Source: an optimization exercise on an open RTL-to-GDS flow (aim: small area, a short achievable clock period and few clock cycles). Production flows keep margins and buffers that such runs may drop. Where RTL was checked, it was by simulation tests only, not by an equivalence proof against the original. For runs 6 to 8, only the layout was checked, not whether the RTL still works. Power is estimated from default activity; no workload was simulated.

==> design.v <==
`timescale 1ns/10ps
module ELA(clk, rst, in_data, data_rd, req, wen, addr, data_wr, done);
	input				clk;
	input				rst;
	input		[7:0]	in_data;
	input		[7:0]	data_rd;
	output				req;
	output	reg			wen;
	output	reg	[9:0]	addr;
	output	reg	[7:0]	data_wr;	 
	output				done;
	reg			interp, fin;
	reg			s_rb, s_w;	 
	reg	[8:0]	g;			 
	reg	[7:0]	x;	 
	reg	[7:0]	y;	 
	reg	[7:0]	pp;	 
	reg	[7:0]	q;	 
	reg	[7:0]	r;	 
	reg	[7:0]	dreg, areg;	 
	reg	[7:0]	m;			 
	wire s_rt = ~s_rb & ~s_w;
	assign req  = ~interp;
	assign done = fin;
	function [7:0] absd;
		input [7:0] x, y;
		reg [7:0] g, e, G1, E1, G2, E2, G3, E3, bo, bo2;
		integer i;
		begin
			g = x & ~y;
			e = ~(x ^ y);
			for (i = 0; i < 8; i = i + 1)
				if (i % 2 == 1) begin G1[i] = g[i] | e[i] & g[i-1]; E1[i] = e[i] & e[i-1]; end
				else begin G1[i] = g[i]; E1[i] = e[i]; end
			for (i = 0; i < 8; i = i + 1)
				if (i % 4 >= 2) begin G2[i] = G1[i] | E1[i] & G1[(i/4)*4+1]; E2[i] = E1[i] & E1[(i/4)*4+1]; end
				else begin G2[i] = G1[i]; E2[i] = E1[i]; end
			for (i = 0; i < 8; i = i + 1)
				if (i >= 4) begin G3[i] = G2[i] | E2[i] & G2[3]; E3[i] = E2[i] & E2[3]; end
				else begin G3[i] = G2[i]; E3[i] = E2[i]; end
			bo  = {~(G3[6:0] | E3[6:0]), 1'b0};
			bo2 = {G3[6:0], 1'b0};
			absd = G3[7] ? (~e ^ bo) : (~e ^ bo2);
		end
	endfunction
	function [7:0] avg8;
		input [7:0] x, y;
		reg [7:0] g, p, G1, P1, G2, P2, G3, P3;
		integer i;
		begin
			g = x & y; p = x ^ y;
			for (i = 0; i < 8; i = i + 1)
				if (i % 2 == 1) begin G1[i] = g[i] | p[i] & g[i-1]; P1[i] = p[i] & p[i-1]; end
				else begin G1[i] = g[i]; P1[i] = p[i]; end
			for (i = 0; i < 8; i = i + 1)
				if (i % 4 >= 2) begin G2[i] = G1[i] | P1[i] & G1[(i/4)*4+1]; P2[i] = P1[i] & P1[(i/4)*4+1]; end
				else begin G2[i] = G1[i]; P2[i] = P1[i]; end
			for (i = 0; i < 8; i = i + 1)
				if (i >= 4) begin G3[i] = G2[i] | P2[i] & G2[3]; P3[i] = P2[i] & P2[3]; end
				else begin G3[i] = G2[i]; P3[i] = P2[i]; end
			avg8 = {G3[7], p[7:1] ^ G3[6:0]};
		end
	endfunction
	function le8;
		input [7:0] v, u;
		reg [7:0] g, e;
		reg g10, e10, g32, e32, g54, e54, g76, e76, g30, g74, e74;
		begin
			g = v & ~u;
			e = ~(v ^ u);
			g10 = g[1] | e[1] & g[0]; e10 = e[1] & e[0];
			g32 = g[3] | e[3] & g[2]; e32 = e[3] & e[2];
			g54 = g[5] | e[5] & g[4]; e54 = e[5] & e[4];
			g76 = g[7] | e[7] & g[6]; e76 = e[7] & e[6];
			g30 = g32 | e32 & g10;
			g74 = g76 | e76 & g54; e74 = e76 & e54;
			le8 = ~(g74 | e74 & g30);
		end
	endfunction
	function [8:0] inc9;
		input [8:0] v;
		integer i; reg c;
		begin
			c = 1'b1;
			for (i = 0; i < 9; i = i + 1) begin inc9[i] = v[i] ^ c; c = c & v[i]; end
		end
	endfunction
	function [3:0] inc4;
		input [3:0] v;
		integer i; reg c;
		begin
			c = 1'b1;
			for (i = 0; i < 4; i = i + 1) begin inc4[i] = v[i] ^ c; c = c & v[i]; end
		end
	endfunction
	function [8:0] dec2;
		input [8:0] v;
		integer i; reg b;
		begin
			dec2[0] = v[0];
			b = 1'b1;
			for (i = 1; i < 9; i = i + 1) begin dec2[i] = v[i] ^ b; b = b & ~v[i]; end
		end
	endfunction
	wire [8:0] p = dec2(g);		 
	wire [8:0] g_inc = inc9(g);
	wire [3:0] r_inc = inc4(g[8:5]);
	always @(posedge clk) begin
		dreg <= absd(x, y);
		areg <= avg8(x, y);
	end
	wire edge_col = (g[4:0] == 5'd1) || (g[4:0] == 5'd2);
	wire take = s_w | le8(dreg, m) | (s_rb & edge_col);
	always @(posedge clk) begin
		if (take)
			m <= dreg;
		if (!interp)
			data_wr <= in_data;
		else if (take)
			data_wr <= areg;
	end
	always @(posedge clk or posedge rst) begin
		if (rst) begin
			interp <= 1'b0;
			fin <= 1'b0;
			s_rb <= 1'b0;
			s_w <= 1'b1;
			g <= 9'd0;
			wen <= 1'b0;
		end else if (fin) begin
			wen <= 1'b0;
		end else if (!interp) begin
			wen <= 1'b1;
			g <= g_inc;
			if (&g)
				interp <= 1'b1;
		end else begin
			s_rb <= s_rt;
			s_w <= s_rb;
			if (s_rb) begin
				g <= g_inc;
				wen <= ~(&p[8:1]);
				if (p == 9'd479)
					fin <= 1'b1;
			end else
				wen <= 1'b0;
		end
	end
	always @(posedge clk) begin
		if (!interp || s_w)
			addr <= {g[8:5], 1'b0, g[4:0]};
		else if (s_rt)
			addr <= {r_inc, 1'b0, g[4:0]};
		else
			addr <= {p[8:5], 1'b1, p[4:0]};
	end
	always @(posedge clk) begin
		if (s_rt) begin
			x <= data_rd; r <= x;
		end else if (s_rb) begin
			x <= r; y <= data_rd; r <= x;
		end else begin
			x <= pp; y <= q; pp <= r; q <= y;
		end
	end
endmodule
==> flow/run.sh <==
#!/bin/bash
# Layout flow: the standard ORFS flow, with two changes:
#  - synthesis does not extract full/half adder cells (ADDER_MAP_FILE empty),
#    so ABC maps all of the arithmetic itself;
#  - the port buffers are sky130_fd_sc_hd__buf_2 cells.
set -euo pipefail
bash standard.sh ADDER_MAP_FILE= \
  "BUFFER_PORTS_ARGS=-buffer_cell sky130_fd_sc_hd__buf_2" \
  finish > make_finish.log 2>&1
==> standard.sh <==
#!/bin/bash
# synth_recipe.tcl (not shown) runs the flow's synth.tcl, then flattens the netlist and writes it again
# the make line also repeats each setting of config.mk as NAME=value (left out here)
make -C /OpenROAD-flow-scripts/flow DESIGN_CONFIG=/design/flow/config.mk WORK_HOME=/design/flow/orfs CLKGATE_MAP_FILE= SYNTH_SCRIPT=/design/flow/synth_recipe.tcl "${@:-finish}"
==> config.mk <==
export PLATFORM = sky130hd
export DESIGN_NAME = ELA
export DESIGN_NICKNAME = ELA
export VERILOG_FILES = /design/flow/design.v
export SDC_FILE = /design/flow/constraint.sdc
export NUM_CORES = 8
export LEC_CHECK = 0
export CAP_MARGIN = 20
export CORE_MARGIN = 2
export CORE_UTILIZATION = 40
export CTS_BUF_LIST = sky130_fd_sc_hd__clkbuf_8
export SETUP_SLACK_MARGIN = 4.6
export SLEW_MARGIN = 20
==> constraint.sdc <==
create_clock -name core_clock -period 7.0 [get_ports {clk}]
set_input_delay 1.4000 -clock core_clock [delete_from_list [all_inputs] [get_ports {clk}]]
set_output_delay 1.4000 -clock core_clock [all_outputs]
set_load 0.01 [all_outputs]
==> results of run 1 <==
## layout by cell type, fill, tap and decap left out, drive strengths merged, types with 3 or more instances in the layout
| master | count |
|---|---|
| xnor2 | 21 |
| o21ai | 18 |
| nor2 | 11 |
| dfxtp | 34 |
| edfxtp | 48 |
| nor2b | 7 |
| nand2 | 32 |
| nand3 | 4 |
| xor2 | 9 |
| a31oi | 3 |
| a21oi | 4 |
| o22ai | 3 |
| mux2i | 15 |
| clkbuf | 9 |
| inv | 20 |
| mux2 | 18 |
| nor3 | 3 |
| nor4 | 3 |
| or2 | 4 |
| buf | 51 |
| dfrtp | 13 |
| maj3 | 11 |
| nand2b | 12 |
## per-layer routing
metal | up-vias | track usage, % | wire (um)
met5 | - | 0 | 0
met4 | 0 | 4.63 | 103
met3 | 10 | 3.26 | 263
met2 | 53 | 22.7 | 3550
met1 | 1178 | 18.9 | 3530
li1 | 1247 | - | -
## through the flow
step | util, % | area, um2 | instances | hold WS [ns]
final | 48.4 | 4710 | 516 | 0.444
after global routing | 48.4 | 4710 | 516 | 0.455
after CTS | 47.7 | 4650 | 510 | 0.448
after detailed placement | 45.0 | 4370 | 487 | 0.425
after global placement | 45.0 | 4370 | 487 | 0.425
after floorplan | - | 4050 | 325 | 0.345
## synthesized netlist by cell type, types with 2 or more instances
cell,instances
inv_1,17
nor3_1,3
nor2_1,11
or3_1,2
nand3_1,4
mux2i_1,15
maj3_2,5
o31ai_1,2
xnor2_1,21
o21ai_0,17
and3_1,2
or2_2,4
dfrtp_1,13
clkbuf_1,7
nand2b_1,12
nand4_1,2
mux2_2,18
maj3_1,6
a211oi_1,2
a31oi_1,2
nor2b_1,7
a21oi_1,4
nor4_1,3
dfxtp_1,34
xor2_1,9
a21boi_0,2
buf_1,2
and2_1,2
edfxtp_1,48
nand2_1,32
o22ai_1,3
## repair_timing
action	4_1_cts	5_1_grt
hold endpoints to repair	0	0
setup buffers	7	6
setup endpoints to repair	40	26
gates resized for setup	7	7
pin swaps	7	1
## how the worst max path moves through the flow
stage                     startpoint      end  slack (ns)  cells past startpoint
after global placement          y[1]  areg[7]        4.52                      7
after CTS                       y[0]  areg[7]        4.51                      7
final                           y[0]  areg[7]        4.54                      7
after global routing            y[0]  areg[7]        4.47                      7
after floorplan                 y[0]  areg[7]        4.61                      7
after detailed placement        y[0]  dreg[1]        4.44                      7
## layout make-up
class / count / area share [%]
Sequential cell: 96 / 52.6
Multi-Input combinational cell: 203 / 32.0
Timing Repair Buffer: 51 / 6.32
Tap cell: 133 / 3.53
Clock buffer: 9 / 2.63
Clock inverter: 7 / 1.57
Inverter: 17 / 1.35
## registers in the layout, summed over array words and instances (netlist names), 8 cells and up
signal,flops
addr,10
areg,8
data_wr,8
dreg,8
g,9
m,8
pp,8
q,8
r,8
x,8
y,8
## power by group through the flow
stage               logic (W)  registers, W  clock network, W
global placement    0.0000550      0.000635                 0
floorplan           0.0000389      0.000633                 0
detailed placement  0.0000554      0.000636                 0
global route        0.0000644      0.000626          0.000391
CTS                 0.0000577      0.000624          0.000372
finish              0.0000580      0.000623          0.000360
## logic make-up after synthesis
kind of cell,count (synthesis),share of synthesized area (%)
multiplexers,33,8.80
flip-flops,96,61.7
AND/OR/NAND/NOR,86,10.6
AO/OA/AOI/OAI,43,6.99
XOR/XNOR,30,6.56
buffers and inverters,26,2.44
adder cells (fa/ha/maj),11,2.90
==> results.txt, run 1 <==
- Critical Path Fanout Max: 5
- Ports: 39
- R2r startpoint: y[0]
- Row Count: 36
- Initial antenna violation count: 0
- Layout cells sized above 1: 30.0%
- Number of diodes: 0
- Final period util: 35.2%
- Mean number of vias per cell: 4.82
- R2R cell count: 7
- Mapped cell area: 4010 um2
- Die Wd: between 100 and 150 um
- CP arrival: 2.71 ns
- Footprint of the multi-input gates: ~1500 um2
- Power Total: 0.00104 W
- Clock Tree Buf Depth: 2
- GRT Overall Usage: 14.1%
- Htree depth: 3
- DR WL/cell: 14.4 um
- Register area: roughly 2500 um2
- Net count, final: 396
- Core Area: ~9700 um2
- Critical path launch point type: flip-flop
- Hold Startpoint: dreg[3]
- Post-synthesis sequential area ratio: 61.7%
- Max VDD drop: 0.105 mV
- Setup TNS: 0 ns
- Post-synth EDFFs: 48
- Critical Path Sink Type: flip-flop
- Routability cong.: 0.762
- Drt first pass iters: 4
- Clock transition at the registers of the reported paths: 0.09 ns
- Slowest stage delay, CP: 0.47 ns
- Mapped Cells: 325
- Clk root buf: clkbuf_8
- Most frequent CP cell: maj3_2
- Top cell type's share of synthesized area: a little over a third
- CP max stage cell: edfxtp_1
- # setup viols final: 0
- Hold Buf Count CTS: 0
- Clock Power Share: 34.6%
- First-pass GRT wire length: 12.0 mm
- Clock buffer count from CTS: 9
- Net Sw Frac: 22.7%
- Setup ws final: approximately 4.5 ns
- Fillcell total: 891
- Initial DRC count: 138
- CP delay by family, top: adder cells
- Critical path buffers and inverters: 0
- Worst Setup Path Type: flip-flop to flip-flop
- Vias in the first global route: between 2,000 and 2,500
- Least-Margin Pin Slew: about 0.68 ns
- Achievable frequency: 406 MHz
- CTS sink count: 96
- Routed vias: 2,488
- Leak: roughly 1.9 nW
- Power per cell area: 221 nW/um2
- Worst hold path type: flip-flop to flip-flop
- Synth Warn #: 1
- Area leader, netlist: edfxtp_1
- Syn nets: 343
- Rel. slew slack: 54.2%
- Sequential fraction of design power: about three fifths
- Top_reg_cell synth: edfxtp_1
- Slew Viols, Final: 0
- Dpl hpwl: roughly 5.2 mm
- WL final: 7.45 mm
- Final Hold Viols: 0
- Dpl ws: 4.44 ns
- #FFs+latches synth: 96
- Switching pwr: between 0.0002 and 0.00025 W
- Internal power: between 0.0008 and 0.0009 W
- Top cells by area, synth: edfxtp_1 36%, dfxtp_1 17%, dfrtp_1 8.1%
- WP data required: 7.25 ns
- DIE HEIGHT: between 100 and 150 um
- RSZ-0062 raised after global routing: true
- CTS tree: yes
- Async SR Flop Fraction: about 15%
- Min-Delay Endpoint: m[3]
- Worst-Skew Late Latency: between 0.3 and 0.4 ns
- # Max-Cap Violations: 0
- Area Growth Syn to Fin: 17.5%
- Die ar.: 10,800 um2
- Worst reg2reg path endpoint: areg[7]
- WHS Path Cells: 0
- Gr ovfl total: 0
- Routed Antenna Nets: 0
- Logic gate share of total power: 5.6%
- Buffers added on ports: 38
- Final Skew: just under 0.008 ns
- Synth cell types: 45
- Period minus WS final: 2.46 ns
- Initial Util: 41.2%
- Largest net degree at the start of global routing: 31
- DRC: 0
- Flop-to-flop setup slack: ~4.5 ns
- Crit-path cells: a31oi_2 > o31ai_2 > maj3_2 > maj3_2 > maj3_2 > maj3_2 > maj3_2
- Status: complete, no violations
- Avg Cell Area, Syn: 12.3 um2
Testbench counts, summed over its fixed seeds: cycles 62,688.
==> inputs of run 2 (changes only) <==
--- a/config.mk
+++ b/config.mk
@@ -10,4 +10,4 @@
 export CORE_UTILIZATION = 40
 export CTS_BUF_LIST = sky130_fd_sc_hd__clkbuf_8
-export SETUP_SLACK_MARGIN = 4.6
+export SETUP_SLACK_MARGIN = 4.8
 export SLEW_MARGIN = 20
==> results.txt, run 2 <==
- Synth cell types: 45
- Top-count cell post-synth: edfxtp_1
- GRT Overall Usage: approximately 14%
- Hold Buf Count CTS: 0
- Commonest cells in the netlist: 48 x edfxtp_1, 34 x dfxtp_1, 32 x nand2_1
- Switching pwr: 0.000234 W
- CTS tree: yes
- Vias in the first global route: about 2,400
- Clock Tree Buf Depth: 2
- Worst Setup Path Type: flip-flop to flip-flop
- Final period util: 34.9%
- Die Wd: around 100 um
- Area Growth Syn to Fin: 21.5%
- Rel. slew slack: a little under three fifths
- Gr ovfl total: 0
- Leak: 1.94 nW
- Avg Cell Area, Syn: around 12 um2
- RSZ-0062 raised after global routing: true
- Post-synthesis sequential area ratio: 61.7%
- Core Area: between 9000 and 10,000 um2
- Reg with most FFs: addr
- Top cells by area, synth: edfxtp_1 36%, dfxtp_1 17%, dfrtp_1 8.1%
- Mean number of vias per cell: 4.87
- Initial DRC count: 74
- Mapped cell area: around 4000 um2
- # Max-Cap Violations: 0
- Slew Viols, Final: 0
- Net Sw Frac: 21.4%
- DR WL/cell: 14.2 um
- DIE HEIGHT: approximately 100 um
- Biggest regs: addr (10), g (9)
- Area leader, netlist: edfxtp_1
- Period minus WS final: 2.44 ns
- Critical Path Sink Type: flip-flop
- DRC: 0
- Worst-Skew Late Latency: ~0.36 ns
- Max reg flops: 10
- Setup TNS: 0 ns
- CTS sink count: 96
- CP arrival: 2.69 ns
- Largest net degree at the start of global routing: 31
- Htree depth: 3
- Row Count: 36
- Buffers added on ports: 38
- Final Hold Viols: 0
- Drt first pass iters: 4
- Clk root buf: clkbuf_8
- Achievable frequency: between 400 and 500 MHz
- Setup ws final: 4.56 ns
- Critical path launch point type: flip-flop
- Initial antenna violation count: 0
- Internal power: ~0.00086 W
- First-pass GRT wire length: 12.3 mm
- Top_reg_cell synth: edfxtp_1
- Ports: 39
- Mapped Cells: approximately 330
- # setup viols final: 0
- Clock transition at the registers of the reported paths: 0.09 ns
- Async SR Flop Fraction: between 10% and 20%
- Critical Path Fanout Max: 4
- Clock Power Share: 37.8%
- Routability cong.: 0.766
- Post-synth EDFFs: 48
- Top cell type's share of synthesized area: 36.0%
- Routed vias: 2,563
- Final Skew: 0.0108 ns
- Synth Warn #: 1
- Least-Margin Pin Slew: around 0.64 ns
- Status: complete, no violations
- Die ar.: approximately 11,000 um2
- Max VDD drop: 0.104 mV
- Dpl hpwl: 5.05 mm
- Routed Antenna Nets: 0
- Net count, final: 406
- Sequential fraction of design power: between 50% and 60%
- Logic gate share of total power: 5.5%
- Clock buffer count from CTS: 9
- Dpl ws: 4.49 ns
- WL final: 7.46 mm
- Worst hold path type: flip-flop to flip-flop
- Layout cells sized above 1: 33.1%
- Number of diodes: 0
- Syn nets: about 340
- Power per cell area: 225 nW/um2
- Most frequent cells in the layout: 48 x edfxtp_1, 35 x buf_2, 33 x dfxtp_1
- Commonest non-fill, non-tap cell in the layout: edfxtp_1
- Initial Util: 41.2%
- #FFs+latches synth: 96
- WP data required: a little over 7 ns
[run 2: cell counts after synthesis]
No cell type changed its count.
[run 2: timing repair]
| item | CTS | global route |
|---|---|---|
| pin swaps | 10 | 9 |
| gates resized for setup | 10 | 11 |
| buffers inserted | 14 | 9 |
| endpoints found under the setup margin | 66 | 62 |
[run 2: metrics by stage]
stage / total power [W] / instance area (um2) / utilization [%] / cells / hold WS [ns]
final: 0.00110 / 4870 / 50.1 / 526 / 0.441
after global routing: 0.00114 / 4870 / 50.1 / 526 / 0.450
after CTS: 0.00111 / 4770 / 49.0 / 517 / 0.447
after detailed placement: 0.000693 / 4400 / 45.2 / 487 / 0.423
after global placement: 0.000692 / 4400 / 45.2 / 487 / 0.425
after floorplan: 0.000674 / 4080 / - / 325 / 0.345
[run 2: cell families (layout without fill, tap and decap cells)]
group / Yosys count / in the layout / synth area share [%]
and+or+nand+nor: 86 / 86 / 10.6
AOI/OAI and AO/OA: 43 / 43 / 6.99
buffers and inverters: 26 / 94 / 2.44
adders and majority gates: 11 / 11 / 2.90
muxes: 33 / 33 / 8.80
DFF: 96 / 96 / 61.7
xor gates and xnor gates: 30 / 30 / 6.56
[run 2: metal layers]
| metal | part of all wire [%] | GRT usage [%] |
|---|---|---|
| met5 | 0 | 0 |
| met4 | 1.7 | 5.50 |
| met3 | 3.9 | 3.76 |
| met2 | 48 | 23.0 |
| met1 | 46 | 18.8 |
[run 2: cell type report]
class,instances,area [um2]
tap,133,166
fill,879,4860
inverter,17,67.6
clock buffer,11,151
multi-input combinational,203,1530
clock inverter,5,86.3
timing repair buffer,61,385
sequential,96,2480
[run 2: power groups by stage]
stage               Sequential [W]  Combinational [W]  Clock [W]
global placement          0.000635          0.0000562          0
detailed placement        0.000636          0.0000572          0
floorplan                 0.000633          0.0000405          0
global route              0.000626          0.0000661   0.000449
CTS                       0.000623          0.0000590   0.000428
finish                    0.000623          0.0000600   0.000414
[run 2: path summary, 6_finish.rpt]
path | slack, ns | start | cells after the start | to
setup / recovery | 4.56 | y[0] | 7 | areg[7]
hold / removal | 0.44 | dreg[3] | 0 | m[3]
hold reg to reg | 0.44 | dreg[3] | 0 | m[3]
setup reg to reg | 4.56 | y[0] | 7 | areg[7]
max in group asynchronous | 5.53 | rst | 2 | interp
min in group asynchronous | 1.07 | rst | 2 | g[6]
[run 2: critical path: stages, from the launching register on]
cell and delay [ns]:
edfxtp_1 0.47, a21oi_2 0.21, o31ai_2 0.10, maj3_2 0.31
maj3_2 0.32, maj3_2 0.32, maj3_2 0.32, maj3_2 0.29
==> inputs of run 3 (changes only) <==
--- a/config.mk
+++ b/config.mk
@@ -9,5 +9,5 @@
 export CORE_MARGIN = 2
 export CORE_UTILIZATION = 40
-export CTS_BUF_LIST = sky130_fd_sc_hd__clkbuf_8
-export SETUP_SLACK_MARGIN = 4.8
+export CTS_BUF_LIST = sky130_fd_sc_hd__clkbuf_4 sky130_fd_sc_hd__clkbuf_8
+export SETUP_SLACK_MARGIN = 4.5
 export SLEW_MARGIN = 20
==> results.txt, run 3 <==
- Status: complete, no violations
- Mapped cell area: 4010 um2
- First-pass GRT wire length: between 10 and 15 mm
- Critical Path Sink Type: flip-flop
- Register area: between 2000 and 2500 um2
- Mapped Cells: roughly 330
- Drt first pass iters: 5
- Rel. slew slack: between 50% and 60%
- Reg with most FFs: addr
- Final period util: between 30 and 40%
- WP data required: about 7.3 ns
- Slowest stage delay, CP: 0.52 ns
- Period minus WS final: 2.49 ns
- Worst Setup Path Type: flip-flop to flip-flop
- Most frequent CP cell: maj3_2
- CP arrival: 2.74 ns
- DR WL/cell: between 10 and 15 um
- Clock transition at the registers of the reported paths: ~0.090 ns
- Achievable frequency: 402 MHz
- Worst hold path type: flip-flop to flip-flop
- Clock Power Share: a little over a third
- Core Area: 9730 um2
- CTS tree: yes
- Largest net degree at the start of global routing: 31
- Power Total: 0.00105 W
- Mean number of vias per cell: about 4.8
- # setup viols final: 0
- Most frequent cells in the layout: 48 x edfxtp_1, 38 x buf_2, 33 x dfxtp_1
- Commonest cells in the netlist: 48 x edfxtp_1, 34 x dfxtp_1, 32 x nand2_1
- Final Skew: 0.0119 ns
- Clock buffer count from CTS: 9
- R2R cell count: 7
- CP delay by family, top: adder cells
- Worst setup path startpoint: y[0]
- Critical path launch point type: flip-flop
- Internal power: 0.000807 W
- Clk root buf: clkbuf_8
- Footprint of the multi-input gates: about 1500 um2
- Top cell type's share of synthesized area: 36.0%
- Routed vias: 2,490
- Area Growth Syn to Fin: 18.5%
- Initial Util: around 40%
- Critical path buffers and inverters: 0
- GRT Overall Usage: around 14%
- Routed Antenna Nets: 0
- Switching pwr: approximately 0.00024 W
- Die Wd: 104 um
- Number of diodes: 0
- Area leader, netlist: edfxtp_1
- CTS sink count: 96
- Routability cong.: 0.781
- Fillcell total: around 900
- Sequential fraction of design power: 59.5%
- Net Sw Frac: 22.9%
- Final Hold Viols: 0
- Top_reg_cell synth: edfxtp_1
- DIE HEIGHT: 104 um
- Top-count cell post-synth: edfxtp_1
- Gr ovfl total: 0
- DRC: 0
- Clock Tree Buf Depth: 2
- Post-synth EDFFs: 48
- Top cells by area, synth: edfxtp_1 36%, dfxtp_1 17%, dfrtp_1 8.1%
- Synth Warn #: 1
- Biggest regs: addr (10), g (9)
- Critical path depth: 7
- Initial antenna violation count: 0
- Max reg flops: 10
- Least-Margin Pin Slew: 0.640 ns
- Commonest non-fill, non-tap cell in the layout: edfxtp_1
- Dpl hpwl: 5.01 mm
- WL final: 7.08 mm
- Async SR Flop Fraction: 14.6%
- Flop-to-flop setup slack: between 4 and 5 ns
- Synth cell types: 45
- Logic gate share of total power: around 5.5%
- Post-synthesis sequential area ratio: 61.7%
- RSZ-0062 raised after global routing: true
- Critical Path Fanout Max: 5
- WHS Path Cells: 0
- Worst Setup EP: areg[7]
- Row Count: 36
- Worst-Skew Late Latency: 0.37 ns
- Buffers added on ports: 38
- Initial DRC count: 85
- Die ar.: ~11,000 um2
- Avg Cell Area, Syn: ~12 um2
- Final core area utilization: 48.8%
- Htree depth: 3
- Slew Viols, Final: 0
- Setup TNS: 0 ns
- R2r startpoint: y[0]
- #FFs+latches synth: 96
- Syn nets: between 300 and 400
- Vias in the first global route: 2,344
- # Max-Cap Violations: 0
- Crit-path cells: a21oi_4 > o31ai_4 > maj3_2 > maj3_2 > maj3_2 > maj3_2 > maj3_2
- Ports: 39
- Worst reg2reg path endpoint: areg[7]
- Leak: between 1.5 and 2 nW
- Net count, final: approximately 400
- Max VDD drop: 0.0806 mV
- CP max stage cell: edfxtp_1
- Layout cells sized above 1: 30.5%
- Power per cell area: 220 nW/um2
-- run 3: cell families (layout without fill, tap and decap cells) --
kind of cell / Yosys count / in the layout / share of synthesized area, %
mux: 33 / 33 / 8.80
xor+xnor: 30 / 30 / 6.56
flops: 96 / 96 / 61.7
buf+inv: 26 / 85 / 2.44
compound gates: 43 / 43 / 6.99
simple gates: 86 / 86 / 10.6
fa+ha+maj: 11 / 11 / 2.90
-- run 3: cell type report --
cell class | instances | area share [%]
clock buffer | 9 | 2.61
clock inverter | 7 | 1.71
inverter | 17 | 1.34
multi-input combinational | 203 | 32.4
sequential | 96 | 52.2
tap | 133 | 3.50
timing repair buffer | 52 | 6.30
-- run 3: layer usage --
layer	track usage, %	routed length [um]	vias to the layer above
met1	19.5	3640	1184
li1	-	-	1255
met3	3.63	240	9
met4	5.50	112	0
met2	20.1	3090	42
met5	0	0	-
-- run 3: worst min-delay path by stage --
stage	from	to	slack, ns
after floorplan	g[0]	addr[0]	0.35
after global placement	dreg[2]	m[2]	0.42
after detailed placement	dreg[2]	m[2]	0.42
after CTS	dreg[2]	m[2]	0.44
after global routing	dreg[3]	m[3]	0.46
final	dreg[3]	m[3]	0.44
-- run 3: power by group through the flow --
stage	registers, W	clock network (W)	logic, W
2_1_floorplan	0.000633	0	0.0000352
6_report	0.000623	0.000366	0.0000577
3_5_place_dp	0.000635	0	0.0000512
3_3_place_gp	0.000634	0	0.0000505
4_1_cts	0.000623	0.000377	0.0000542
5_1_grt	0.000627	0.000398	0.0000648
-- run 3: stage by stage --
step | setup WS (ns) | cells | hold WS [ns] | area (um2)
2_1_floorplan | 4.51 | 325 | 0.345 | 4030
3_3_place_gp | 4.39 | 487 | 0.415 | 4350
3_5_place_dp | 4.36 | 487 | 0.421 | 4350
4_1_cts | 4.47 | 512 | 0.443 | 4650
5_1_grt | 4.43 | 517 | 0.457 | 4750
6_report | 4.51 | 517 | 0.441 | 4750
-- run 3: repair_timing --
action | in CTS | in global routing
gates resized for setup | 7 | 14
cloned | 0 | 0
pin swaps | 12 | 12
setup endpoints to repair | 39 | 24
setup buffers | 9 | 5
endpoints found under the hold margin | 0 | 0
hold buffers | 0 | 0
==> inputs of run 4 (changes only) <==
--- a/config.mk
+++ b/config.mk
@@ -7,7 +7,10 @@
 export LEC_CHECK = 0
 export CAP_MARGIN = 20
+export CELL_PAD_IN_SITES_DETAIL_PLACEMENT = 0
+export CELL_PAD_IN_SITES_GLOBAL_PLACEMENT = 0
 export CORE_MARGIN = 2
 export CORE_UTILIZATION = 40
-export CTS_BUF_LIST = sky130_fd_sc_hd__clkbuf_4 sky130_fd_sc_hd__clkbuf_8
-export SETUP_SLACK_MARGIN = 4.5
+export CTS_BUF_LIST = sky130_fd_sc_hd__clkbuf_8
+export PLACE_DENSITY = 0.8
+export SETUP_SLACK_MARGIN = 4.6
 export SLEW_MARGIN = 20
==> results.txt, run 4 <==
- Mapped cell area: 4010 um2
- Dpl hpwl: 5.20 mm
- R2r startpoint: y[0]
- Die Wd: 104 um
- RSZ-0062 raised after global routing: true
- Routability cong.: 0.787
- Initial DRC count: 132
- Layout cells sized above 1: between 30% and 40%
- Hold Buf Count CTS: 0
- Power per cell area: 216 nW/um2
- Max VDD drop: 0.0889 mV
- Clk root buf: clkbuf_8
- Routed Antenna Nets: 0
- CP arrival: 2.82 ns
- Slew Viols, Final: 0
- Gr ovfl total: 0
- Critical path launch point type: flip-flop
- Drt first pass iters: 5
- WL final: 7.83 mm
- Async SR Flop Fraction: 14.6%
- WP data required: a little over 7 ns
- WHS Path Cells: 0
- Crit-path cells: a31oi_4 > o31ai_4 > maj3_2 > maj3_2 > maj3_2 > maj3_2 > maj3_2
- Net count, final: 402
- CTS tree: yes
- Slowest stage delay, CP: approximately 0.53 ns
- Ports: 39
- Worst-Skew Late Latency: roughly 0.37 ns
- Clock transition at the registers of the reported paths: 0.10 ns
- Status: complete, no violations
- Biggest regs: addr (10), g (9)
- Routed vias: 2,591
- Final Skew: 0.0151 ns
- Leak: 1.91 nW
- Final Cell Area: about 4800 um2
- Final Hold Viols: 0
- Clock Tree Buf Depth: 2
- Area Growth Syn to Fin: 19.5%
- Switching pwr: 0.000232 W
- Htree depth: 3
- Most frequent cells in the layout: 48 x edfxtp_1, 37 x buf_2, 33 x dfxtp_1
- Least-Margin Pin Slew: about 0.65 ns
- Top-count cell post-synth: edfxtp_1
- Area leader, netlist: edfxtp_1
- Critical Path Fanout Max: 5
- Commonest cells in the netlist: 48 x edfxtp_1, 34 x dfxtp_1, 32 x nand2_1
- Vias in the first global route: about 2,500
- Worst setup path startpoint: y[0]
- CP max stage cell: edfxtp_1
- Syn nets: 343
- Clock buffer count from CTS: 9
- Mean number of vias per cell: 4.96
- Row Count: 36
- Commonest non-fill, non-tap cell in the layout: edfxtp_1
- DR WL/cell: 15.0 um
- Worst reg2reg path endpoint: areg[7]
- Avg Cell Area, Syn: 12.3 um2
- Period minus WS final: 2.57 ns
- Achievable frequency: roughly 400 MHz
- Synth Warn #: 1
- Internal power: 0.000804 W
- Reg with most FFs: addr
- DRC: 0
- Initial antenna violation count: 0
- Worst Setup EP: areg[7]
- Clock Power Share: between 30% and 40%
- Largest net degree at the start of global routing: 31
- Setup TNS: 0 ns
- #FFs+latches synth: between 90 and 100
- Die ar.: 10,800 um2
- Rel. slew slack: 56.3%
- Sequential fraction of design power: approximately 60%
- Final period util: 36.7%
- Worst hold path type: flip-flop to flip-flop
- Post-synthesis sequential area ratio: 61.7%
- Worst Setup Path Type: flip-flop to flip-flop
- R2R cell count: 7
- Logic gate share of total power: 5.8%
- Critical Path Sink Type: flip-flop
- Initial Util: about two fifths
- Mapped Cells: roughly 330
- Most frequent CP cell: maj3_2
- Flop-to-flop setup slack: 4.43 ns
- Post-synth EDFFs: 48
- Core Area: a little under 10,000 um2
- Placed Area: 4370 um2
- Net Sw Frac: 22.4%
- # setup viols final: 0
- # Max-Cap Violations: 0
- DIE HEIGHT: 104 um
- Fillcell total: 847
- Synth cell types: 45
- Number of diodes: 0
- Max reg flops: 10
- Top cells by area, synth: edfxtp_1 36%, dfxtp_1 17%, dfrtp_1 8.1%
- First-pass GRT wire length: ~12 mm
- Buffers added on ports: 38
- Top_reg_cell synth: edfxtp_1
- Top cell type's share of synthesized area: between 30% and 40%
- CTS sink count: 96
- GRT Overall Usage: 14.7%
run 4: cell types whose count changed in the layout (fill, tap and decap cells not counted), sizes merged:
| cell | change |
|---|---|
| clkinvlp | -2 |
| clkinv | +1 |
| buf | +5 |
| inv | +1 |
run 4: repair_timing:
action	in CTS	in global routing
gates resized for setup	11	10
setup buffers	13	6
gates cloned	0	0
pin swaps	13	12
setup endpoints to repair	24	19
run 4: final cells by class:
class	count	area (um2)	share of cell area [%]
Clock buffer	9	124	2.59
Timing Repair Buffer	57	343	7.16
Tap cell	133	166	3.47
Sequential cell	96	2480	51.8
Multi-Input combinational cell	203	1540	32.1
Clock inverter	7	71.3	1.49
Inverter	17	66.3	1.38
run 4: layer usage:
| layer | share of wire, % | up-vias | global-route usage, % |
|---|---|---|---|
| li1 | - | 1265 | - |
| met1 | 43 | 1241 | 17.7 |
| met2 | 50 | 68 | 24.3 |
| met3 | 3.8 | 17 | 2.94 |
| met4 | 3.3 | 0 | 8.78 |
| met5 | 0 | - | 0 |
run 4: worst min-delay path by stage:
stage                       start       to
after floorplan              g[0]  addr[0]
after global placement    dreg[3]     m[3]
after detailed placement  dreg[3]     m[3]
after CTS                 dreg[4]     m[4]
after global routing      dreg[1]     m[1]
final                     dreg[4]     m[4]
run 4: logic make-up (layout without fill, tap and decap cells):
| family | after synthesis | after routing | synth area share, % |
|---|---|---|---|
| XOR/XNOR | 30 | 30 | 6.56 |
| AO/OA/AOI/OAI | 43 | 43 | 6.99 |
| flip-flops | 96 | 96 | 61.7 |
| buffers and inverters | 26 | 90 | 2.44 |
| adder cells (fa/ha/maj) | 11 | 11 | 2.90 |
| multiplexers | 33 | 33 | 8.80 |
| AND/OR/NAND/NOR | 86 | 86 | 10.6 |
run 4: through the flow:
stage / hold slack, ns / utilization (%) / setup slack (ns) / instances / power (W)
floorplan: 0.345 / - / 4.61 / 325 / 0.000672
global placement: 0.415 / 45.0 / 4.47 / 487 / 0.000687
detailed placement: 0.414 / 45.0 / 4.44 / 487 / 0.000691
CTS: 0.435 / 48.4 / 4.47 / 516 / 0.00105
global route: 0.463 / 49.2 / 4.34 / 522 / 0.00108
finish: 0.436 / 49.2 / 4.43 / 522 / 0.00104
run 4: power groups by stage:
stage / clock network [W] / registers [W] / logic [W]
2_1_floorplan: 0 / 0.000633 / 0.0000389
3_3_place_gp: 0 / 0.000634 / 0.0000531
3_5_place_dp: 0 / 0.000636 / 0.0000551
4_1_cts: 0.000365 / 0.000624 / 0.0000584
5_1_grt: 0.000387 / 0.000626 / 0.0000655
6_report: 0.000353 / 0.000623 / 0.0000599
run 4: critical path, delay by kind of cell, from the launching register on:
kind,cells,cell delay (ns)
compound gates,2,0.35
fa+ha+maj,5,1.57
flops,1,0.53
==> inputs of run 5 (changes only) <==
==> flow/run.sh (replaced) <==
#!/bin/bash
# Layout flow: the standard ORFS flow, with these changes:
#  - synthesis does not extract full/half adder cells (ADDER_MAP_FILE empty),
#    so ABC maps all of the arithmetic itself;
#  - the port buffers are sky130_fd_sc_hd__buf_2 cells;
#  - clock tree: large sink clusters driven by clkbuf_16 cells.
set -euo pipefail
bash standard.sh ADDER_MAP_FILE= \
  "BUFFER_PORTS_ARGS=-buffer_cell sky130_fd_sc_hd__buf_2" \
  "CTS_ARGS=-sink_clustering_enable -repair_clock_nets -sink_clustering_size 30 -sink_clustering_max_diameter 200 -buf_list sky130_fd_sc_hd__clkbuf_16 -root_buf sky130_fd_sc_hd__clkbuf_16" \
  finish > make_finish.log 2>&1
==> config.mk (replaced) <==
export PLATFORM = sky130hd
export DESIGN_NAME = ELA
export DESIGN_NICKNAME = ELA
export VERILOG_FILES = /design/flow/design.v
export SDC_FILE = /design/flow/constraint.sdc
export NUM_CORES = 8
export LEC_CHECK = 0
export CAP_MARGIN = 20
export CORE_MARGIN = 2
export CORE_UTILIZATION = 40
export SETUP_SLACK_MARGIN = 4.6
export SLEW_MARGIN = 20
==> results.txt, run 5 <==
- Worst setup path startpoint: y[0]
- Top-count cell post-synth: edfxtp_1
- GRT Overall Usage: 14.2%
- Worst hold margin: 0.438 ns
- R2r startpoint: y[0]
- Die Wd: 104 um
- Slowest stage delay, CP: around 0.46 ns
- Initial Util: 41.2%
- Placed Area: 4370 um2
- Routed vias: 2,514
- Register area: 2480 um2
- Mapped cell area: about 4000 um2
- RSZ-0062 raised after global routing: true
- Critical Path Fanout Max: 5
- Initial antenna violation count: 0
- Htree depth: 3
- CTS sink count: between 90 and 100
- Rel. slew slack: 54.0%
- Final core area utilization: 49.5%
- Avg Cell Area, Syn: 12.3 um2
- CP max stage cell: edfxtp_1
- Gr ovfl total: 0
- Critical Path Sink Type: flip-flop
- Core Area: 9730 um2
- Drt first pass iters: 4
- Mean number of vias per cell: 4.86
- Clock buffer count from CTS: 9
- WL final: 7.42 mm
- Hold Buf Count CTS: 0
- Biggest regs: addr (10), g (9)
- CP arrival: 2.64 ns
- Initial DRC count: 119
- Row Count: 36
- Async SR Flop Fraction: between 10% and 20%
- Final Skew: 0.00681 ns
- Top cell type's share of synthesized area: 36.0%
- Die ar.: between 10,000 and 15,000 um2
- Net count, final: 397
- Worst Setup Path Type: flip-flop to flip-flop
- Power per cell area: 243 nW/um2
- Period minus WS final: 2.41 ns
- Number of diodes: 0
- Clock Tree Buf Depth: 2
- Buffers added on ports: 38
- Fillcell total: 866
- Slew Viols, Final: 0
- DRC: 0
- Layout cells sized above 1: approximately 30%
- # setup viols final: 0
- Synth cell types: 45
- # Max-Cap Violations: 0
- Mapped Cells: 325
- Routability cong.: approximately 0.76
- WP data required: 7.22 ns
- Final Cell Area: 4810 um2
- Post-synthesis sequential area ratio: 61.7%
- Synth Warn #: 1
- Hold Startpoint: dreg[3]
- Most frequent CP cell: maj3_2
- Clk root buf: clkbuf_16
- Worst hold path type: flip-flop to flip-flop
- Top cells by area, synth: edfxtp_1 36%, dfxtp_1 17%, dfrtp_1 8.1%
- Status: complete, no violations
- Routed Antenna Nets: 0
- Achievable frequency: 414 MHz
- Final Hold Viols: 0
- Critical path launch point type: flip-flop
- Final period util: 34.5%
- DIE HEIGHT: roughly 100 um
- Max reg flops: 10
- Dpl hpwl: 5.17 mm
- Post-synth EDFFs: 48
- CTS tree: yes
- Commonest cells in the netlist: 48 x edfxtp_1, 34 x dfxtp_1, 32 x nand2_1
- Syn nets: 343
- Top_reg_cell synth: edfxtp_1
- Most frequent cells in the layout: 48 x edfxtp_1, 38 x buf_2, 33 x dfxtp_1
- First-pass GRT wire length: 12.1 mm
- Footprint of the multi-input gates: 1510 um2
- Largest net degree at the start of global routing: 31
- Worst-Skew Late Latency: 0.33 ns
- Least-Margin Pin Slew: 0.686 ns
- Vias in the first global route: 2,389
- Ports: 39
- Leak: around 1.9 nW
- Area Growth Syn to Fin: 20.1%
- Reg with most FFs: addr
- Setup TNS: 0 ns
- Max VDD drop: 0.125 mV
- Clock transition at the registers of the reported paths: 0.07 ns
- CP delay by family, top: adder cells
- Crit-path cells: a31oi_2 > o31ai_2 > maj3_2 > maj3_2 > maj3_2 > maj3_2 > maj3_2
- #FFs+latches synth: 96
- DR WL/cell: 14.4 um
- Critical path buffers and inverters: 0
- Commonest non-fill, non-tap cell in the layout: edfxtp_1
- Area leader, netlist: edfxtp_1
## run 5: cells by family after synthesis
kind of cell               after synthesis  synth area share (%)
DFF                                     96                  61.7
xor gates and xnor gates                30                  6.56
muxes                                   33                  8.80
adders and majority gates               11                  2.90
buffers and inverters                   26                  2.44
AOI/OAI and AO/OA                       43                  6.99
and+or+nand+nor                         86                  10.6
## run 5: layer usage
layer | wire (um) | track usage, % | vias to the layer above
met2 | 3540 | 22.9 | 53
met1 | 3570 | 19.0 | 1202
met3 | 250 | 3.26 | 7
li1 | - | - | 1252
met4 | 68 | 4.63 | 0
met5 | 0 | 0 | -
## run 5: area by class of cell
type / count / share of cell area [%]
clock buffer: 9 / 4.68
tap: 133 / 3.46
timing repair buffer: 52 / 6.21
sequential: 96 / 51.5
multi-input combinational: 203 / 31.3
inverter: 17 / 1.33
clock inverter: 7 / 1.53
## run 5: worst paths after layout
| kind | cells past startpoint | slack [ns] | to |
|---|---|---|---|
| worst min-delay path | 0 | 0.44 | m[3] |
| worst min register to register | 0 | 0.44 | m[3] |
| worst max-delay path | 7 | 4.59 | areg[7] |
| min in group asynchronous | 2 | 1.10 | g[7] |
| worst max register to register | 7 | 4.59 | areg[7] |
| max in group asynchronous | 2 | 5.52 | s_rb |
## run 5: per-stage QoR
step           instances  setup WS, ns  power (W)
2_1_floorplan        325          4.61   0.000672
3_3_place_gp         487          4.52   0.000690
3_5_place_dp         487          4.44   0.000691
4_1_cts              513          4.57    0.00118
5_1_grt              517          4.50    0.00121
6_report             517          4.59    0.00117
## run 5: worst register-to-register path, stage by stage, from the launching register on
cell and delay [ns]:
edfxtp_1 0.46, a31oi_2 0.20, o31ai_2 0.09, maj3_2 0.31
maj3_2 0.32, maj3_2 0.31, maj3_2 0.32, maj3_2 0.30
## run 5: power breakdown
| group | internal, W | switching, W |
|---|---|---|
| registers | 0.000612 | 0.0000113 |
| clock network | 0.000278 | 0.000210 |
| logic | 0.0000267 | 0.0000312 |
| total | 0.000917 | 0.000252 |
## run 5: what timing repair did
item / in CTS / in global routing
endpoints found under the setup margin: 39 / 25
pin swaps: 7 / 1
resized for setup: 6 / 6
endpoints found under the hold margin: 0 / 0
buffers inserted: 10 / 4
==> inputs of run 6 (changes only) <==
--- a/design.v
+++ b/design.v
@@ -12,5 +12,4 @@
 	reg			interp, fin;
 	reg			s_rb, s_w;	 
-	reg	[8:0]	g;			 
 	reg	[7:0]	x;	 
 	reg	[7:0]	y;	 
@@ -78,37 +77,24 @@
 		end
 	endfunction
-	function [8:0] inc9;
-		input [8:0] v;
-		integer i; reg c;
+	wire [8:0] ix = {addr[9:6], addr[4:0]};
+	wire [8:0] kst = {s_rb, s_rb, s_rb, s_rt & interp, s_rb, s_rb, s_rb,
+			s_rb | s_w, s_w | ~interp & wen};
+	function [8:0] add9;
+		input [8:0] u, v;
+		integer j; reg c;
 		begin
-			c = 1'b1;
-			for (i = 0; i < 9; i = i + 1) begin inc9[i] = v[i] ^ c; c = c & v[i]; end
+			c = 1'b0;
+			for (j = 0; j < 9; j = j + 1) begin
+				add9[j] = u[j] ^ v[j] ^ c;
+				c = (u[j] & v[j]) | (c & (u[j] ^ v[j]));
+			end
 		end
 	endfunction
-	function [3:0] inc4;
-		input [3:0] v;
-		integer i; reg c;
-		begin
-			c = 1'b1;
-			for (i = 0; i < 4; i = i + 1) begin inc4[i] = v[i] ^ c; c = c & v[i]; end
-		end
-	endfunction
-	function [8:0] dec2;
-		input [8:0] v;
-		integer i; reg b;
-		begin
-			dec2[0] = v[0];
-			b = 1'b1;
-			for (i = 1; i < 9; i = i + 1) begin dec2[i] = v[i] ^ b; b = b & ~v[i]; end
-		end
-	endfunction
-	wire [8:0] p = dec2(g);		 
-	wire [8:0] g_inc = inc9(g);
-	wire [3:0] r_inc = inc4(g[8:5]);
+	wire [8:0] i_next = add9(ix, kst);
 	always @(posedge clk) begin
 		dreg <= absd(x, y);
 		areg <= avg8(x, y);
 	end
-	wire edge_col = (g[4:0] == 5'd1) || (g[4:0] == 5'd2);
+	wire edge_col = (ix[4:0] == 5'd1) || (ix[4:0] == 5'd2);
 	wire take = s_w | le8(dreg, m) | (s_rb & edge_col);
 	always @(posedge clk) begin
@@ -125,33 +111,23 @@
 			fin <= 1'b0;
 			s_rb <= 1'b0;
-			s_w <= 1'b1;
-			g <= 9'd0;
+			s_w <= 1'b0;
 			wen <= 1'b0;
+			addr <= 10'd0;
 		end else if (fin) begin
 			wen <= 1'b0;
-		end else if (!interp) begin
-			wen <= 1'b1;
-			g <= g_inc;
-			if (&g)
-				interp <= 1'b1;
 		end else begin
-			s_rb <= s_rt;
-			s_w <= s_rb;
-			if (s_rb) begin
-				g <= g_inc;
-				wen <= ~(&p[8:1]);
-				if (p == 9'd479)
+			addr <= {i_next[8:5], interp & s_rb, i_next[4:0]};
+			if (!interp) begin
+				wen <= ~(wen & (&ix));
+				if (wen & (&ix))
+					interp <= 1'b1;
+			end else begin
+				s_rb <= s_rt;
+				s_w <= s_rb;
+				wen <= s_rb & (ix[8:1] != 8'd16);
+				if (s_rb && ix == 9'd1)
 					fin <= 1'b1;
-			end else
-				wen <= 1'b0;
+			end
 		end
-	end
-	always @(posedge clk) begin
-		if (!interp || s_w)
-			addr <= {g[8:5], 1'b0, g[4:0]};
-		else if (s_rt)
-			addr <= {r_inc, 1'b0, g[4:0]};
-		else
-			addr <= {p[8:5], 1'b1, p[4:0]};
 	end
 	always @(posedge clk) begin
==> flow/run.sh (replaced) <==
#!/bin/bash
# Layout flow: the standard ORFS flow, with two changes:
#  - synthesis does not extract full/half adder cells (ADDER_MAP_FILE empty),
#    so ABC maps all of the arithmetic itself;
#  - the port buffers are sky130_fd_sc_hd__buf_2 cells.
set -euo pipefail
bash standard.sh ADDER_MAP_FILE= \
  "BUFFER_PORTS_ARGS=-buffer_cell sky130_fd_sc_hd__buf_2" \
  finish > make_finish.log 2>&1
--- a/config.mk
+++ b/config.mk
@@ -9,4 +9,5 @@
 export CORE_MARGIN = 2
 export CORE_UTILIZATION = 40
+export CTS_BUF_LIST = sky130_fd_sc_hd__clkbuf_8
 export SETUP_SLACK_MARGIN = 4.6
 export SLEW_MARGIN = 20
==> results.txt, run 6 <==
- Clock Power Share: 36.6%
- Register area: 2310 um2
- Buffers added on ports: 38
- Footprint of the multi-input gates: 1560 um2
- Row Count: 36
- Clk root buf: clkbuf_8
- Sequential fraction of design power: 57.3%
- Power Total: approximately 0.001 W
- Worst reg2reg path endpoint: data_wr[6]
- Initial DRC count: 79
- Top_reg_cell synth: edfxtp_1
- Max reg flops: 10
- DRC: 0
- Commonest cells in the netlist: 48 x edfxtp_1, 24 x dfxtp_1, 24 x nand2_1
- Worst hold margin: 0.432 ns
- Area leader, netlist: edfxtp_1
- Least-Margin Pin Slew: around 0.66 ns
- Mean number of vias per cell: approximately 4.8
- Final Hold Viols: 0
- Vias in the first global route: between 2,000 and 2,500
- Switching pwr: around 0.00021 W
- GRT Overall Usage: 14.4%
- Internal power: between 0.0007 and 0.0008 W
- First-pass GRT wire length: 11.5 mm
- Fillcell total: between 900 and 1,000
- Area Growth Syn to Fin: 19.2%
- Clock Tree Buf Depth: 2
- Slew Viols, Final: 0
- Net count, final: 394
- Max VDD drop: 0.133 mV
- DIE HEIGHT: 103 um
- Worst setup path startpoint: dreg[0]
- Clock transition at the registers of the reported paths: 0.08 ns
- Gr ovfl total: 0
- Most frequent cells in the layout: 48 x edfxtp_1, 37 x buf_2, 24 x nand2_1
- Commonest non-fill, non-tap cell in the layout: edfxtp_1
- Htree depth: 3
- Logic gate share of total power: 6.2%
- # setup viols final: 0
- Ports: 39
- Synth Warn #: 1
- Leak: approximately 1.8 nW
- Top cells by area, synth: edfxtp_1 37%, dfxtp_1 12%, dfrtp_1 9.6%
- Top-count cell post-synth: edfxtp_1
- Mapped Cells: 323
- DR WL/cell: between 10 and 15 um
- # Max-Cap Violations: 0
- R2r startpoint: dreg[0]
- Final Skew: 0.0139 ns
- Initial antenna violation count: 0
- Post-synth EDFFs: 48
- #FFs+latches synth: 87
- WP data required: ~7.0 ns
- Core Area: roughly 9600 um2
- Drt first pass iters: 4
- Mapped cell area: 3900 um2
- Worst Setup Path Type: flip-flop to flip-flop
- Status: complete, no violations
- Final period util: a little under two fifths
- Largest net degree at the start of global routing: 28
- Hold Buf Count CTS: 0
- Reg with most FFs: addr
- Period minus WS final: 2.57 ns
- Routed vias: about 2,500
- Final core area utilization: 48.3%
- Critical Path Fanout Max: 8
- Min-Delay Endpoint: m[0]
- Async SR Flop Fraction: 17.2%
- Hold Startpoint: dreg[0]
- Rel. slew slack: 55.6%
- Synth cell types: 48
- Layout cells sized above 1: around a third
- CTS sink count: 87
- WHS Path Cells: 0
- Die Wd: 103 um
- Net Sw Frac: 20.6%
- Achievable frequency: 389 MHz
- Syn nets: about 340
- WL final: 7.10 mm
- Worst hold path type: flip-flop to flip-flop
- Top cell type's share of synthesized area: 36.9%
- Setup TNS: 0 ns
- CP arrival: 2.58 ns
- Routed Antenna Nets: 0
- CTS tree: yes
- Critical Path Sink Type: flip-flop
- Number of diodes: 0
- RSZ-0062 raised after global routing: true
- Dpl hpwl: 4.92 mm
- Critical path launch point type: flip-flop
- Routability cong.: slightly below 0.8
- Post-synthesis sequential area ratio: 58.8%
- Flop-to-flop setup slack: 4.43 ns
- R2R cell count: 7
- Clock buffer count from CTS: 9
- Power per cell area: 216 nW/um2
- Avg Cell Area, Syn: 12.1 um2
- Die ar.: 10,600 um2
- Worst-Skew Late Latency: 0.35 ns
- Initial Util: roughly two fifths
==> run 6: changes by cell type after synthesis, moves of 4 or more <==
| cell | before | now |
|---|---|---|
| inv_1 | 17 | 22 |
| nor2_1 | 11 | 19 |
| xor2_1 | 9 | 13 |
| xnor2_1 | 21 | 15 |
| nand2_1 | 32 | 24 |
| maj3_2 | 5 | 11 |
| dfxtp_1 | 34 | 24 |
==> run 6: area by class of cell <==
type | instances | area share [%]
Clock buffer | 10 | 2.96
Clock inverter | 6 | 1.67
Inverter | 22 | 1.77
Multi-Input combinational cell | 204 | 33.6
Sequential cell | 87 | 49.7
Tap cell | 133 | 3.58
Timing Repair Buffer | 52 | 6.75
==> run 6: power by group through the flow <==
| stage | Clock, W | Sequential [W] | Combinational (W) |
|---|---|---|---|
| floorplan | 0 | 0.000584 | 0.0000450 |
| global placement | 0 | 0.000586 | 0.0000600 |
| detailed placement | 0 | 0.000587 | 0.0000610 |
| CTS | 0.000384 | 0.000576 | 0.0000614 |
| global route | 0.000399 | 0.000580 | 0.0000694 |
| finish | 0.000368 | 0.000576 | 0.0000619 |
==> run 6: worst max path at each step <==
| stage | to | slack [ns] | depth (start not counted) |
|---|---|---|---|
| after floorplan | data_wr[0] | 4.50 | 7 |
| after global placement | data_wr[5] | 4.43 | 7 |
| after detailed placement | data_wr[6] | 4.41 | 7 |
| after CTS | data_wr[6] | 4.41 | 7 |
| after global routing | data_wr[7] | 4.32 | 7 |
| final | data_wr[6] | 4.43 | 7 |
==> run 6: per-layer routing <==
metal | routed length, um | up-vias | track usage, %
met3 | 272 | 9 | 2.85
li1 | - | 1240 | -
met5 | 0 | - | 0
met2 | 3100 | 56 | 21.7
met4 | 109 | 0 | 5.77
met1 | 3610 | 1159 | 20.5
==> run 6: repair_timing <==
action | CTS | global route
gates cloned | 0 | 0
gates resized for setup | 10 | 14
pin swaps | 4 | 4
buffers inserted | 5 | 8
setup endpoints to repair | 24 | 47
==> run 6: worst max-delay path, cell delays in order (launching register included) <==
cell and delay, ns:
dfxtp_2 0.32, nor2b_4 0.11, maj3_2 0.28, maj3_2 0.29, maj3_2 0.30, maj3_2 0.30
maj3_2 0.35, o211ai_4 0.30
==> run 6: kinds of logic (layout without fill, tap and decap cells) <==
logic type / Yosys count / after routing / share of synthesized area, %
flip-flops: 87 / 87 / 58.8
buffers and inverters: 32 / 90 / 3.11
AO/OA/AOI/OAI: 50 / 50 / 8.62
adder cells (fa/ha/maj): 18 / 18 / 4.97
AND/OR/NAND/NOR: 76 / 76 / 9.45
multiplexers: 32 / 32 / 8.75
XOR/XNOR: 28 / 28 / 6.28
==> run 6: per-stage QoR <==
stage | std cells | worst slack, ns | instance area (um2)
CTS | 506 | 4.41 | 4520
global placement | 485 | 4.43 | 4250
floorplan | 323 | 4.50 | 3930
global route | 514 | 4.32 | 4650
detailed placement | 485 | 4.41 | 4250
finish | 514 | 4.43 | 4650
==> inputs of run 7 (changes only) <==
--- a/config.mk
+++ b/config.mk
@@ -10,4 +10,4 @@
 export CORE_UTILIZATION = 40
 export CTS_BUF_LIST = sky130_fd_sc_hd__clkbuf_8
-export SETUP_SLACK_MARGIN = 4.6
+export SETUP_SLACK_MARGIN = 4.7
 export SLEW_MARGIN = 20
==> results.txt, run 7 <==
- Top_reg_cell synth: edfxtp_1
- Row Count: 36
- Drt first pass iters: 4
- Status: complete, no violations
- Die ar.: 10,600 um2
- Critical Path Fanout Max: 8
- Net count, final: about 420
- DR WL/cell: 13.9 um
- Ports: 39
- Final period util: 36.7%
- Initial DRC count: 95
- Max reg flops: 10
- Vias in the first global route: 2,458
- Setup TNS: 0 ns
- Area share of fa/ha/maj cells after synthesis: about 5.0%
- Htree depth: 3
- Dpl hpwl: roughly 5 mm
- Complex-gate fraction of the synthesized area: 8.62%
- Period minus WS final: between 2 and 3 ns
- Placed cell count: 485
- Placed Area: 4250 um2
- Mapped Cells: 323
- Routed Antenna Nets: 0
- Final Skew: 0.0142 ns
- DRC: 0
- Post-synthesis sequential area ratio: between 50% and 60%
- Routed vias: about 2,600
- Buffers added on ports: 38
- Simple-gate portion of the synthesized area: 9.45%
- Critical path launch point type: flip-flop
- Rel. slew slack: 55.8%
- RSZ-0062 raised after global routing: true
- Worst Setup Path Type: flip-flop to flip-flop
- CP arrival: 2.58 ns
- Avg Cell Area, Syn: 12.1 um2
- Synth cell types: 48
- Post-synth EDFFs: 48
- Hold Buf Count CTS: 0
- # Max-Cap Violations: 0
- Initial antenna violation count: 0
- Routability cong.: 0.796
- Leak: ~2 nW
- Largest family of logic cells by synthesized area: simple AND/OR/NAND/NOR gates
- Mapped cell area: 3900 um2
- WP data required: approximately 7.0 ns
- Max VDD drop: 0.132 mV
- Post-Synth XOR/XNOR Area: 6.28%
- Commonest non-fill, non-tap cell in the layout: edfxtp_1
- Post-route insts no fill: 535
- Area Growth Syn to Fin: 25.6%
- CP max stage cell: maj3_2
- Top cells by area, synth: edfxtp_1 37%, dfxtp_1 12%, dfrtp_1 9.6%
- Die Wd: 103 um
- Reg with most FFs: addr
- Worst hold margin: 0.432 ns
- Worst-Skew Late Latency: 0.35 ns
- Clk root buf: clkbuf_8
- Gr ovfl total: 0
- Clock transition at the registers of the reported paths: about 0.08 ns
- Initial Util: 40.5%
- CTS tree: yes
- Commonest cells in the netlist: 48 x edfxtp_1, 24 x dfxtp_1, 24 x nand2_1
- Critical path buffers and inverters: 0
- CTS sink count: 87
- Layout cells sized above 1: between 30% and 40%
- Synth Warn #: 1
- Syn nets: 341
- Clock buffer count from CTS: 9
- Async SR Flop Fraction: 17.2%
- Mean number of vias per cell: 4.81
- CP delay by family, top: adder cells
- Slew Viols, Final: 0
- Final Hold Viols: 0
- Slowest stage delay, CP: ~0.35 ns
- Mux cell area share after synthesis: 8.75%
- Worst hold path type: flip-flop to flip-flop
- Most frequent cells in the layout: 48 x edfxtp_1, 33 x buf_4, 31 x buf_2
- Largest net degree at the start of global routing: 28
- Number of diodes: 0
- DIE HEIGHT: 103 um
- Final Cell Area: 4900 um2
- WL final: 7.41 mm
- Area leader, netlist: edfxtp_1
- Fillcell total: 892
- GRT Overall Usage: 14.9%
- Crit-path cells: nor2b_4 > maj3_2 > maj3_2 > maj3_2 > maj3_2 > maj3_2 > o211ai_4
- Critical Path Sink Type: flip-flop
- Core Area: about 9600 um2
- Most frequent CP cell: maj3_2
- First-pass GRT wire length: 11.9 mm
- Clock Tree Buf Depth: 2
- Top cell type's share of synthesized area: 36.9%
- Least-Margin Pin Slew: 0.663 ns
- # setup viols final: 0
- Achievable frequency: 389 MHz
- #FFs+latches synth: 87
- Top-count cell post-synth: edfxtp_1
- Power per cell area: 206 nW/um2
[run 7: cell counts after synthesis]
Identical to the previous run, type by type.
[run 7: path summary, 6_finish.rpt]
path                               from          to  slack [ns]  cells past startpoint
worst min register to register  dreg[0]        m[0]        0.43                      0
worst max-delay path            dreg[0]  data_wr[6]        4.43                      7
max in group asynchronous           rst     addr[0]        5.46                      2
worst max register to register  dreg[0]  data_wr[6]        4.43                      7
worst min-delay path            dreg[0]        m[0]        0.43                      0
min in group asynchronous           rst     addr[3]        1.10                      2
[run 7: logic make-up (layout without fill, tap and decap cells)]
kind of cell,count (synthesis),count (layout)
fa+ha+maj,18,18
xor+xnor,28,28
buf+inv,32,111
simple gates,76,76
mux,32,32
flops,87,87
compound gates,50,50
[run 7: metal layers]
| metal | vias to the layer above | GRT usage [%] | routed length (um) |
|---|---|---|---|
| met5 | - | 0 | 0 |
| met4 | 0 | 5.77 | 119 |
| met3 | 10 | 2.85 | 231 |
| met2 | 51 | 23.3 | 3340 |
| met1 | 1229 | 20.7 | 3720 |
| li1 | 1281 | - | - |
[run 7: cell type report]
class                           instances  area [um2]  area share, %
Sequential cell                        87        2310           47.1
Multi-Input combinational cell        204        1620           33.0
Timing Repair Buffer                   73         513           10.5
Tap cell                              133         166           3.39
Clock buffer                           10         138           2.81
Inverter                               22        82.6           1.68
Clock inverter                          6        77.6           1.58
[run 7: repair_timing]
item,4_1_cts,5_1_grt
pin swaps,8,10
setup endpoints to repair,53,57
setup buffers,18,16
endpoints found under the hold margin,0,0
gates resized for setup,28,17
[run 7: report_power, final]
group	leakage, nW	internal, W	switching (W)
Clock	0.119	0.000207	0.000162
Combinational	0.999	0.0000293	0.0000346
Sequential	0.853	0.000563	0.0000132
[run 7: per-stage QoR]
step / utilization, % / power [W] / setup WS, ns
after floorplan: - / 0.000629 / 4.50
after global placement: 44.1 / 0.000646 / 4.43
after detailed placement: 44.1 / 0.000648 / 4.41
after CTS: 48.9 / 0.00102 / 4.41
after global routing: 50.9 / 0.00105 / 4.32
final: 50.9 / 0.00101 / 4.43
==> inputs of run 8 (changes only) <==
--- a/config.mk
+++ b/config.mk
@@ -10,4 +10,4 @@
 export CORE_UTILIZATION = 40
 export CTS_BUF_LIST = sky130_fd_sc_hd__clkbuf_8
-export SETUP_SLACK_MARGIN = 4.7
+export SETUP_SLACK_MARGIN = 4.5
 export SLEW_MARGIN = 20
==> results.txt, run 8 <==
- DRC: 0
- Power per cell area: 222 nW/um2
- Critical Path Fanout Max: 8
- Setup TNS: 0 ns
- Core Area: 9640 um2
- Worst setup path startpoint: dreg[0]
- Avg Cell Area, Syn: 12.1 um2
- Logic gate share of total power: 6.0%
- Routability cong.: a little under 0.8
- CP max stage cell: maj3_2
- Dpl ws: around 4.4 ns
- Critical Path Sink Type: flip-flop
- Routed vias: around 2,400
- Worst Setup EP: data_wr[6]
- Top cells by area, synth: edfxtp_1 37%, dfxtp_1 12%, dfrtp_1 9.6%
- Fillcell total: 924
- Critical path depth: 7
- Critical path buffers and inverters: 0
- Hold Buf Count CTS: 0
- Max reg flops: 10
- Worst hold path type: flip-flop to flip-flop
- Layout cells sized above 1: 27.1%
- Die ar.: 10,600 um2
- Clock Tree Buf Depth: 2
- Mapped Cells: 323
- #FFs+latches synth: 87
- Net count, final: just under 400
- Sequential fraction of design power: 57.3%
- Rel. slew slack: 55.9%
- Register area: 2300 um2
- Most frequent CP cell: maj3_2
- DR WL/cell: 13.7 um
- Max VDD drop: 0.133 mV
- Leak: 1.79 nW
- Largest net degree at the start of global routing: 28
- Number of diodes: 0
- CTS tree: yes
- Initial antenna violation count: 0
- Async SR Flop Fraction: 17.2%
- Final Cell Area: 4520 um2
- Clk root buf: clkbuf_8
- Die Wd: 103 um
- R2R cell count: 7
- Clock buffer count from CTS: 9
- # Max-Cap Violations: 0
- Most frequent cells in the layout: 48 x edfxtp_1, 38 x buf_2, 24 x nand2_1
- Area Growth Syn to Fin: 15.6%
- Row Count: 36
- Drt first pass iters: 4
- WP data required: 7.01 ns
- # setup viols final: 0
- Clock Power Share: 36.7%
- Net Sw Frac: 20.6%
- Htree depth: 3
- Achievable frequency: 389 MHz
- Top cell type's share of synthesized area: 36.9%
- Flop-to-flop setup slack: 4.43 ns
- Setup ws final: around 4.4 ns
- Gr ovfl total: 0
- Footprint of the multi-input gates: 1510 um2
- Synth Warn #: 1
- Internal power: 0.000798 W
- Power Total: ~0.0010 W
- Status: complete, no violations
- Initial Util: between 40% and 50%
- First-pass GRT wire length: around 11 mm
- Slew Viols, Final: 0
- Final Skew: 0.0145 ns
- Syn nets: 341
- DIE HEIGHT: 103 um
- Worst reg2reg path endpoint: data_wr[6]
- Synth cell types: 48
- Ports: 39
- Switching pwr: 0.000207 W
- Commonest cells in the netlist: 48 x edfxtp_1, 24 x dfxtp_1, 24 x nand2_1
- Initial DRC count: 99
- Buffers added on ports: 38
- CP delay by family, top: adder cells
- Least-Margin Pin Slew: approximately 0.66 ns
- Slowest stage delay, CP: 0.35 ns
- Post-synth EDFFs: 48
- Routed Antenna Nets: 0
- Clock transition at the registers of the reported paths: about 0.080 ns
- Dpl hpwl: about 4.9 mm
- Final Hold Viols: 0
- Mean number of vias per cell: 4.80
- Reg with most FFs: addr
- Mapped cell area: roughly 3900 um2
- WL final: ~6.9 mm
- Vias in the first global route: 2,304
- Commonest non-fill, non-tap cell in the layout: edfxtp_1
- Area leader, netlist: edfxtp_1
- RSZ-0062 raised after global routing: true
- Post-synthesis sequential area ratio: 58.8%
- Critical path launch point type: flip-flop
- Worst-Skew Late Latency: roughly 0.35 ns
- Period minus WS final: 2.57 ns
- GRT Overall Usage: between 10 and 15%
- R2r startpoint: dreg[0]
- CP arrival: 2.58 ns
- Final period util: 36.7%
- Worst Setup Path Type: flip-flop to flip-flop
- Placed Area: approximately 4300 um2
- Top_reg_cell synth: edfxtp_1
- Crit-path cells: nor2b_4 > maj3_2 > maj3_2 > maj3_2 > maj3_2 > maj3_2 > o211ai_4
- CTS sink count: 87
- Top-count cell post-synth: edfxtp_1
## run 8: cell count changes in the layout (fill, tap and decap cells not counted), moves of 4 or more
cell,before,now
buf_4,33,6
buf_6,8,0
buf_2,31,38
dfrtp_1,6,11
dfrtp_2,9,4
maj3_1,3,7
maj3_2,15,11
## run 8: area by class of cell
cell class / count / area share, %
flip-flops and latches: 87 / 51.0
multi-input cells: 204 / 33.5
repair buffers: 44 / 5.21
well taps: 133 / 3.69
clock buffers: 10 / 3.05
inverters: 22 / 1.83
clock inverters: 6 / 1.72
## run 8: power groups by stage
stage / logic (W) / clock network [W] / registers, W
2_1_floorplan: 0.0000450 / 0 / 0.000584
3_3_place_gp: 0.0000600 / 0 / 0.000586
3_5_place_dp: 0.0000610 / 0 / 0.000587
4_1_cts: 0.0000613 / 0.000384 / 0.000576
5_1_grt: 0.0000674 / 0.000399 / 0.000579
6_report: 0.0000599 / 0.000369 / 0.000576
## run 8: cells by family after synthesis
group                      Yosys count  synth area share (%)
DFF                                 87                  58.8
muxes                               32                  8.75
and+or+nand+nor                     76                  9.45
adders and majority gates           18                  4.97
buffers and inverters               32                  3.11
xor gates and xnor gates            28                  6.28
AOI/OAI and AO/OA                   50                  8.62
## run 8: worst reg2reg max path, stage by stage (launching register included)
cell      delay, ns
dfxtp_2        0.32
nor2b_4        0.11
maj3_2         0.28
maj3_2         0.29
maj3_2         0.30
maj3_2         0.30
maj3_2         0.35
o211ai_4       0.30
## run 8: repair_timing
item | 4_1_cts | 5_1_grt
setup buffers | 2 | 3
resized for setup | 3 | 4
setup endpoints to repair | 19 | 20
pin swaps | 1 | 1
## run 8: through the flow
stage,instances,hold WS (ns),utilization [%]
finish,506,0.432,46.8
global route,506,0.447,46.8
CTS,503,0.446,46.5
detailed placement,485,0.423,44.1
global placement,485,0.424,44.1
floorplan,323,0.406,-
## run 8: routing by layer
metal  track usage (%)  vias to the layer above  wire length (um)
li1                  -                     1227                 -
met1              19.9                     1136              3510
met2              21.8                       58              2970
met3              2.92                        9               309
met4              5.97                        0               118
met5                 0                        -                 0
## run 8: worst min-delay path by stage
stage / start / end / slack [ns] / cells after the start
2_1_floorplan: x[6] / r[6] / 0.41 / 0
3_3_place_gp: dreg[0] / m[0] / 0.42 / 0
3_5_place_dp: dreg[0] / m[0] / 0.42 / 0
4_1_cts: dreg[7] / m[7] / 0.45 / 0
5_1_grt: dreg[0] / m[0] / 0.45 / 0
6_report: dreg[0] / m[0] / 0.43 / 0

==> port drivers added, routing unchanged <==
How much do the figures lean on ideal ports? The routed layouts below were timed once more, with nothing changed but the port constraints. Step 1, drivers: a clkbuf_16 drives clk and a buf_2 each remaining input, both assumed. Step 2 times the ports against the registers' clock, not the clock port: input delays grow and output delays shrink by t, the midpoint of the rising clock arrivals with the driver on. Slacks: no drivers / after step 1 / after step 2; pairs: no drivers / after step 1.
run | shift t [ns] | setup slack, ns | worst hold slack (ns) | worst setup path after step 2 | worst slew at a driven data input, ns
run 1 | 0.379 | 4.538 / 4.538 / 4.538 | 0.444 / 0.444 / 0.444 | register to register | 0.04
run 2 | 0.382 | 4.560 / 4.560 / 4.560 | 0.441 / 0.441 / 0.441 | register to register | 0.04
run 3 | 0.391 | 4.511 / 4.511 / 4.511 | 0.441 / 0.441 / 0.441 | register to register | 0.04
run 4 | 0.392 | 4.431 / 4.431 / 4.431 | 0.436 / 0.436 / 0.436 | register to register | 0.04
run 5 | 0.364 | 4.586 / 4.586 / 4.586 | 0.438 / 0.438 / 0.438 | register to register | 0.04
run 6 | 0.372 | 4.430 / 4.430 / 4.430 | 0.432 / 0.432 / 0.432 | register to register | 0.03
run 7 | 0.373 | 4.430 / 4.430 / 4.430 | 0.432 / 0.432 / 0.432 | register to register | 0.03
run 8 | 0.374 | 4.429 / 4.429 / 4.429 | 0.432 / 0.432 / 0.432 | register to register | 0.03
After both steps every run listed still meets setup and hold.
